From an optimization exercise on the open Yosys and OpenROAD flow, aimed at small area; shortcuts taken in it are not production practice. In this exercise RTL edits were held to simulation tests only and were not proved equivalent to the original. The flow treats the clock pin as an ideal source. Dropping or thinning the clock tree relies on that and would not hold on a real chip. Power figures rest on the tool's default switching activity, not on a simulated workload.

## v43
// Elevator
module Elevator(input CLK,
					input rst,
					input [1:0] mode,
					input [3:0] request,
					output reg[3:0] currentFloor1,
					output reg[3:0] currentFloor2,
					output doorOpen1,
					output doorOpen2,
					output [3:0] listingLeds,
					output reg listBusy,
					output reg state);
For scale: roughly 410 cells after synthesis, ~53 flip-flops, ~24 I/O pins, about 0.0030 mm2 of cells after synthesis.
==> flow/config.mk <==
export PLATFORM = sky130hd
export DESIGN_NAME = Elevator
export DESIGN_NICKNAME = Elevator
export VERILOG_FILES = /design/flow/design.v
export SDC_FILE = /design/flow/constraint.sdc
export NUM_CORES = 4
export LEC_CHECK = 0
export CAP_MARGIN = 0
export CORE_MARGIN = 2
export CORE_UTILIZATION = 70
export GPL_TIMING_DRIVEN = 0
export PLACE_DENSITY = 0.85
export SLEW_MARGIN = 0
==> flow/constraint.sdc <==
create_clock -name core_clock -period 18.0 [get_ports {CLK}]
set_input_delay 3.6000 -clock core_clock [delete_from_list [all_inputs] [get_ports {CLK}]]
set_output_delay 3.6000 -clock core_clock [all_outputs]
set_load 0.01 [all_outputs]
standard.sh (not shown) runs the stock make flow with config.mk's settings and CLKGATE_MAP_FILE= SYNTH_SCRIPT=/design/flow/synth_recipe.tcl, a recipe that flattens the netlist after the stock synthesis.
==> flow/flow/run.sh <==
#!/bin/bash
# Standard ORFS flow (the standard.sh) with these changes:
#  - synthesis maps the logic with an area-oriented ABC script (deepsyn, then
#    amap) and without full-adder extraction. Several ABC random seeds
#    are tried, each in a synthesis run of its own (cand/N, all with the standard flow's
#    synthesis script synth_recipe.tcl, so with the same registers), and the
#    results of the run with the smallest cell area are used for the layout;
#  - ports are buffered with the smallest buffer (buf_1);
#  - the clock is distributed by four clkbuf_8, each fed by the clock port
#    and driving a quarter of the registers (flow/clock_tree.tcl, run after
#    CTS), in place of the tree that CTS builds.
set -euo pipefail

abc_script() {  # abc_script SEED MAPPER
  printf 'strash\n&get -n\n&st\n&deepsyn -T 60 -S %s\n' "$1"
  if [[ $2 == amap ]]; then
    printf '&put\namap\n'
  else
    printf '&dch -f\n&nf -a -R 1000 -C 32 -F 8 -A 8\n&put\n'
  fi
}

candidates=()
for s in $(seq 1 48); do candidates+=("$s amap"); done
rm -rf cand
mkdir -p cand
run_candidate() {
  local i=$1 d=$PWD/cand/$1
  mkdir -p "$d"
  cp -r "$FLOW_HOME/scripts" "$d/scripts"
  abc_script ${candidates[$i]} > "$d/scripts/abc_area.script"
  sed "s#WORK_HOME=[^ ]*#WORK_HOME=$d/orfs#" standard.sh > "$d/standard.sh"
  bash "$d/standard.sh" SCRIPTS_DIR="$d/scripts" ABC_AREA=1 ADDER_MAP_FILE= synth > "$d/synth.log" 2>&1 || true
}
for i in "${!candidates[@]}"; do
  run_candidate "$i" &
  if (( i % 4 == 3 )); then wait; fi
done
wait

best=""
best_area=""
for i in "${!candidates[@]}"; do
  stat=cand/$i/orfs/reports/sky130hd/Elevator/base/synth_stat.txt
  [[ -f $stat && -f cand/$i/orfs/results/sky130hd/Elevator/base/1_synth.odb ]] || continue
  area=$(awk '/Chip area/ {print $NF}' "$stat")
  echo "candidate $i (${candidates[$i]}): $area" >> candidates.log
  if [[ -z $best ]] || awk -v a="$area" -v b="$best_area" 'BEGIN {exit !(a < b)}'; then
    best=$i
    best_area=$area
  fi
done
echo "best: candidate $best (${candidates[$best]}): $best_area" >> candidates.log

# Use the best run's synthesis as the layout's, timestamps kept so that make
# treats it as up to date.
mkdir -p orfs
for sub in results logs reports objects; do
  rm -rf "orfs/$sub"
  cp -a "cand/$best/orfs/$sub" "orfs/$sub"
done
cp "cand/$best/scripts/abc_area.script" abc_area_used.script
rm -rf cand/*/scripts

CLOCK_CLUSTERS=4 CLOCK_BUFFER=sky130_fd_sc_hd__clkbuf_8 bash standard.sh \
  "BUFFER_PORTS_ARGS=-buffer_cell sky130_fd_sc_hd__buf_1" \
  "CTS_ARGS=-sink_clustering_enable -repair_clock_nets -dont_use_dummy_load -root_buf sky130_fd_sc_hd__clkbuf_8 -buf_list sky130_fd_sc_hd__clkbuf_8" \
  "POST_CTS_TCL=$PWD/flow/clock_tree.tcl" \
  > layout.log 2>&1
echo "layout synthesis: $(awk '/Chip area/ {print $NF}' orfs/reports/sky130hd/Elevator/base/synth_stat.txt)" >> candidates.log
==> flow/flow/clock_tree.tcl <==
# Post-CTS hook: replace the clock tree that CTS built with CLOCK_CLUSTERS
# buffers of type CLOCK_BUFFER, each driven by the clock port and driving the
# clock pins of one cluster of registers.
set block [ord::get_db_block]
set db [ord::get_db]
set master [$db findMaster $::env(CLOCK_BUFFER)]
set root_net [[$block findBTerm CLK] getNet]

proc is_clock_buffer { inst } {
  return [string match "sky130_fd_sc_hd__clkbuf_*" [[$inst getMaster] getName]]
}

# Walk the clock tree from the port: collect its buffers, nets and sinks.
set nets [list $root_net]
set bufs {}
set tree_nets {}
set sinks {}
while { [llength $nets] > 0 } {
  set net [lindex $nets 0]
  set nets [lrange $nets 1 end]
  foreach it [$net getITerms] {
    if { [$it isOutputSignal] } { continue }
    set inst [$it getInst]
    if { [is_clock_buffer $inst] } {
      lappend bufs $inst
      foreach o [$inst getITerms] {
        if { [$o isOutputSignal] && [$o getNet] != "NULL" } {
          lappend nets [$o getNet]
          lappend tree_nets [$o getNet]
        }
      }
    } else {
      lappend sinks $it
    }
  }
}
puts "clock_single: [llength $bufs] clock buffers, [llength $sinks] sinks"

# Split the sinks into clusters by position (k-means on x), one buffer each.
set pts {}
foreach it $sinks {
  set box [[$it getInst] getBBox]
  lappend pts [list $it [expr { ([$box xMin] + [$box xMax]) / 2 }] [expr { ([$box yMin] + [$box yMax]) / 2 }]]
}
set K $::env(CLOCK_CLUSTERS)
set cx {}
set cy {}
set sorted [lsort -real -index 1 $pts]
for { set k 0 } { $k < $K } { incr k } {
  set p [lindex $sorted [expr { int(($k + 0.5) * [llength $sorted] / $K) }]]
  lappend cx [lindex $p 1]
  lappend cy [lindex $p 2]
}
for { set iter 0 } { $iter < 20 } { incr iter } {
  set members {}
  for { set k 0 } { $k < $K } { incr k } { lappend members {} }
  foreach p $pts {
    set best 0
    set bd 1e30
    for { set k 0 } { $k < $K } { incr k } {
      set d [expr { abs([lindex $p 1] - [lindex $cx $k]) + abs([lindex $p 2] - [lindex $cy $k]) }]
      if { $d < $bd } { set bd $d; set best $k }
    }
    lset members $best [concat [lindex $members $best] [list $p]]
  }
  for { set k 0 } { $k < $K } { incr k } {
    set m [lindex $members $k]
    if { [llength $m] == 0 } { continue }
    set sx 0
    set sy 0
    foreach p $m { set sx [expr { $sx + [lindex $p 1] }]; set sy [expr { $sy + [lindex $p 2] }] }
    lset cx $k [expr { $sx / [llength $m] }]
    lset cy $k [expr { $sy / [llength $m] }]
  }
}
foreach b $bufs {
  odb::dbInst_destroy $b
}
foreach n $tree_nets {
  if { [llength [$n getITerms]] == 0 } {
    odb::dbNet_destroy $n
  }
}
for { set k 0 } { $k < $K } { incr k } {
  set m [lindex $members $k]
  if { [llength $m] == 0 } { continue }
  set leaf [odb::dbNet_create $block clknet_leaf_$k]
  $leaf setSigType CLOCK
  foreach p $m {
    set it [lindex $p 0]
    $it disconnect
    $it connect $leaf
  }
  set nb [odb::dbInst_create $block $master clkbuf_leaf_$k]
  [$nb findITerm A] connect $root_net
  [$nb findITerm X] connect $leaf
  $nb setLocation [expr { int([lindex $cx $k]) }] [expr { int([lindex $cy $k]) }]
  $nb setPlacementStatus PLACED
  puts "clock_single: buffer $k drives [llength $m] sinks"
}
global_connect
detailed_placement
check_placement -verbose
estimate_parasitics -placement
v43 | stages: all done | timing, DRC, antenna: all pass
> inputs changed (v43 -> v8)
diff --git a/flow/flow/run.sh b/flow/flow/run.sh
--- a/flow/flow/run.sh
+++ b/flow/flow/run.sh
@@ -3,9 +3,9 @@
 #  - synthesis maps the logic with an area-oriented ABC script (deepsyn, then
-#    amap) and without full-adder extraction. Several ABC random seeds
-#    are tried, each in a synthesis run of its own (cand/N, all with the standard flow's
-#    synthesis script synth_recipe.tcl, so with the same registers), and the
-#    results of the run with the smallest cell area are used for the layout;
+#    amap or nf) and without full-adder extraction. Several ABC random seeds
+#    are tried, each in a synthesis run of its own (cand/N), and the seed with
+#    the smallest cell area is used for the layout. The synthesis script
+#    itself (synth_recipe.tcl) is unchanged, and so are the registers;
 #  - ports are buffered with the smallest buffer (buf_1);
-#  - the clock is distributed by four clkbuf_8, each fed by the clock port
-#    and driving a quarter of the registers (flow/clock_tree.tcl, run after
+#  - the clock is distributed by two clkbuf_16, each fed by the clock port
+#    and driving one half of the registers (flow/clock_tree.tcl, run after
 #    CTS), in place of the tree that CTS builds.
@@ -22,4 +22,3 @@
 
-candidates=()
-for s in $(seq 1 48); do candidates+=("$s amap"); done
+candidates=("1 amap" "2 amap" "3 amap" "4 amap" "5 amap" "6 amap" "7 amap" "8 amap" "9 amap" "10 amap" "1 nf" "2 nf" "3 nf" "4 nf" "5 nf" "6 nf")
 rm -rf cand
@@ -44,3 +43,3 @@
   stat=cand/$i/orfs/reports/sky130hd/Elevator/base/synth_stat.txt
-  [[ -f $stat && -f cand/$i/orfs/results/sky130hd/Elevator/base/1_synth.odb ]] || continue
+  [[ -f $stat ]] || continue
   area=$(awk '/Chip area/ {print $NF}' "$stat")
@@ -54,13 +53,10 @@
 
-# Use the best run's synthesis as the layout's, timestamps kept so that make
-# treats it as up to date.
-mkdir -p orfs
-for sub in results logs reports objects; do
-  rm -rf "orfs/$sub"
-  cp -a "cand/$best/orfs/$sub" "orfs/$sub"
-done
-cp "cand/$best/scripts/abc_area.script" abc_area_used.script
+rm -rf scripts_area
+cp -r "$FLOW_HOME/scripts" scripts_area
+abc_script ${candidates[$best]} > scripts_area/abc_area.script
+bash standard.sh SCRIPTS_DIR="$PWD/scripts_area" ABC_AREA=1 ADDER_MAP_FILE= synth > synth.log 2>&1
+echo "layout synthesis: $(awk '/Chip area/ {print $NF}' orfs/reports/sky130hd/Elevator/base/synth_stat.txt)" >> candidates.log
 rm -rf cand/*/scripts
 
-CLOCK_CLUSTERS=4 CLOCK_BUFFER=sky130_fd_sc_hd__clkbuf_8 bash standard.sh \
+CLOCK_CLUSTERS=2 CLOCK_BUFFER=sky130_fd_sc_hd__clkbuf_16 bash standard.sh \
   "BUFFER_PORTS_ARGS=-buffer_cell sky130_fd_sc_hd__buf_1" \
@@ -69,2 +65 @@
   > layout.log 2>&1
-echo "layout synthesis: $(awk '/Chip area/ {print $NF}' orfs/reports/sky130hd/Elevator/base/synth_stat.txt)" >> candidates.log
--- outcome ---
- v8 reports its termination of the worst setup path as t1[2] while v43 reports t1[1].
- On critical path depth: v8 sits above v43.
- Any difference in via count between v43 and v8 is small enough to ignore.
- Startpoint of the most critical setup path = request[1]: v43; startpoint of the most critical setup path = request[0]: v8
- Of v8 and v43, v8 shows the lower combinational share of power, with v43 above it.
- Compared with v43, v8 is more frugal on power.
- v8 against v43: design area went up, worst-case headroom to the max-slew limit went up by 1.7 points, area of the multi-input gates picked up an extra 1.7%, utilization after layout now smaller.
Here is what was changed in the inputs of v24 compared with v8.
==> flow/flow/run.sh <==
#!/bin/bash
# Standard ORFS flow (the standard.sh) with these changes:
#  - synthesis maps the logic with an area-oriented ABC script (deepsyn, then
#    amap) and without full-adder extraction. Several ABC random seeds
#    are tried, each in a synthesis run of its own (cand/N, all with the standard flow's
#    synthesis script synth_recipe.tcl, so with the same registers), and the
#    results of the run with the smallest cell area are used for the layout;
#  - ports are buffered with the smallest buffer (buf_1);
#  - the clock is distributed by four clkbuf_8, each fed by the clock port
#    and driving a quarter of the registers (flow/clock_tree.tcl, run after
#    CTS), in place of the tree that CTS builds.
set -euo pipefail

abc_script() {  # abc_script SEED MAPPER
  printf 'strash\n&get -n\n&st\n&deepsyn -T 60 -S %s\n' "$1"
  if [[ $2 == amap ]]; then
    printf '&put\namap\n'
  else
    printf '&dch -f\n&nf -a -R 1000 -C 32 -F 8 -A 8\n&put\n'
  fi
}

candidates=()
for s in $(seq 1 48); do candidates+=("$s amap"); done
rm -rf cand
mkdir -p cand
run_candidate() {
  local i=$1 d=$PWD/cand/$1
  mkdir -p "$d"
  cp -r "$FLOW_HOME/scripts" "$d/scripts"
  abc_script ${candidates[$i]} > "$d/scripts/abc_area.script"
  sed "s#WORK_HOME=[^ ]*#WORK_HOME=$d/orfs#" standard.sh > "$d/standard.sh"
  bash "$d/standard.sh" SCRIPTS_DIR="$d/scripts" ABC_AREA=1 ADDER_MAP_FILE= synth > "$d/synth.log" 2>&1 || true
}
for i in "${!candidates[@]}"; do
  run_candidate "$i" &
  if (( i % 6 == 5 )); then wait; fi
done
wait

best=""
best_area=""
for i in "${!candidates[@]}"; do
  stat=cand/$i/orfs/reports/sky130hd/Elevator/base/synth_stat.txt
  [[ -f $stat && -f cand/$i/orfs/results/sky130hd/Elevator/base/1_synth.odb ]] || continue
  area=$(awk '/Chip area/ {print $NF}' "$stat")
  echo "candidate $i (${candidates[$i]}): $area" >> candidates.log
  if [[ -z $best ]] || awk -v a="$area" -v b="$best_area" 'BEGIN {exit !(a < b)}'; then
    best=$i
    best_area=$area
  fi
done
echo "best: candidate $best (${candidates[$best]}): $best_area" >> candidates.log

# Use the best run's synthesis as the layout's, timestamps kept so that make
# treats it as up to date.
mkdir -p orfs
for sub in results logs reports objects; do
  rm -rf "orfs/$sub"
  cp -a "cand/$best/orfs/$sub" "orfs/$sub"
done
cp "cand/$best/scripts/abc_area.script" abc_area_used.script
rm -rf cand/*/scripts

CLOCK_CLUSTERS=4 CLOCK_BUFFER=sky130_fd_sc_hd__clkbuf_8 bash standard.sh \
  "BUFFER_PORTS_ARGS=-buffer_cell sky130_fd_sc_hd__buf_1" \
  "CTS_ARGS=-sink_clustering_enable -repair_clock_nets -dont_use_dummy_load -root_buf sky130_fd_sc_hd__clkbuf_8 -buf_list sky130_fd_sc_hd__clkbuf_8" \
  "POST_CTS_TCL=$PWD/flow/clock_tree.tcl" \
  > layout.log 2>&1
echo "layout synthesis: $(awk '/Chip area/ {print $NF}' orfs/reports/sky130hd/Elevator/base/synth_stat.txt)" >> candidates.log
Findings:
Going from v8 to v24, final cycle utilization of the critical path went up 0.60 points, worst slack at placement went down, clock edge transition at the registers on the reported setup and hold paths neither gained nor lost much. There was hardly any difference in sequential share of layout area between v24 and v8. v24 ends up with higher power than v8 does.
In every run of this note, the design's own scripts or RTL, not TritonCTS, make the clock network.

==> separate check: timing with driven ports <==
How much do the figures lean on ideal ports? The routed layouts below were timed once more, with nothing changed but the port constraints.
Step 1, drivers: a clkbuf_16 drives CLK and a buf_2 each remaining input, both assumed.
Step 2 adds t to the input delays and takes it off the output delays; t is the mean of the earliest and latest rising clock arrival at the registers after step 1. Input paths then give back, and output paths get back, about the clock's delay inside the block.
a / b / c = ideal / step 1 / step 2; a / b = the first two.
run | t (ns) | setup slack, ns | worst slew at a driven data input, ns | cell pins on the clock port's net
v43 | 0.202 | 10.297 / 10.324 / 10.122 | 0.03 | 4
v8 | 0.212 | 10.476 / 10.503 / 10.291 | 0.03 | 2
v24 | 0.206 | 10.367 / 10.402 / 10.196 | 0.03 | 4
After both steps every run listed still meets setup and hold. For v8, which loses most, drivers alone change the setup slack by +0.027 ns; drivers and shift together by -0.185 ns.
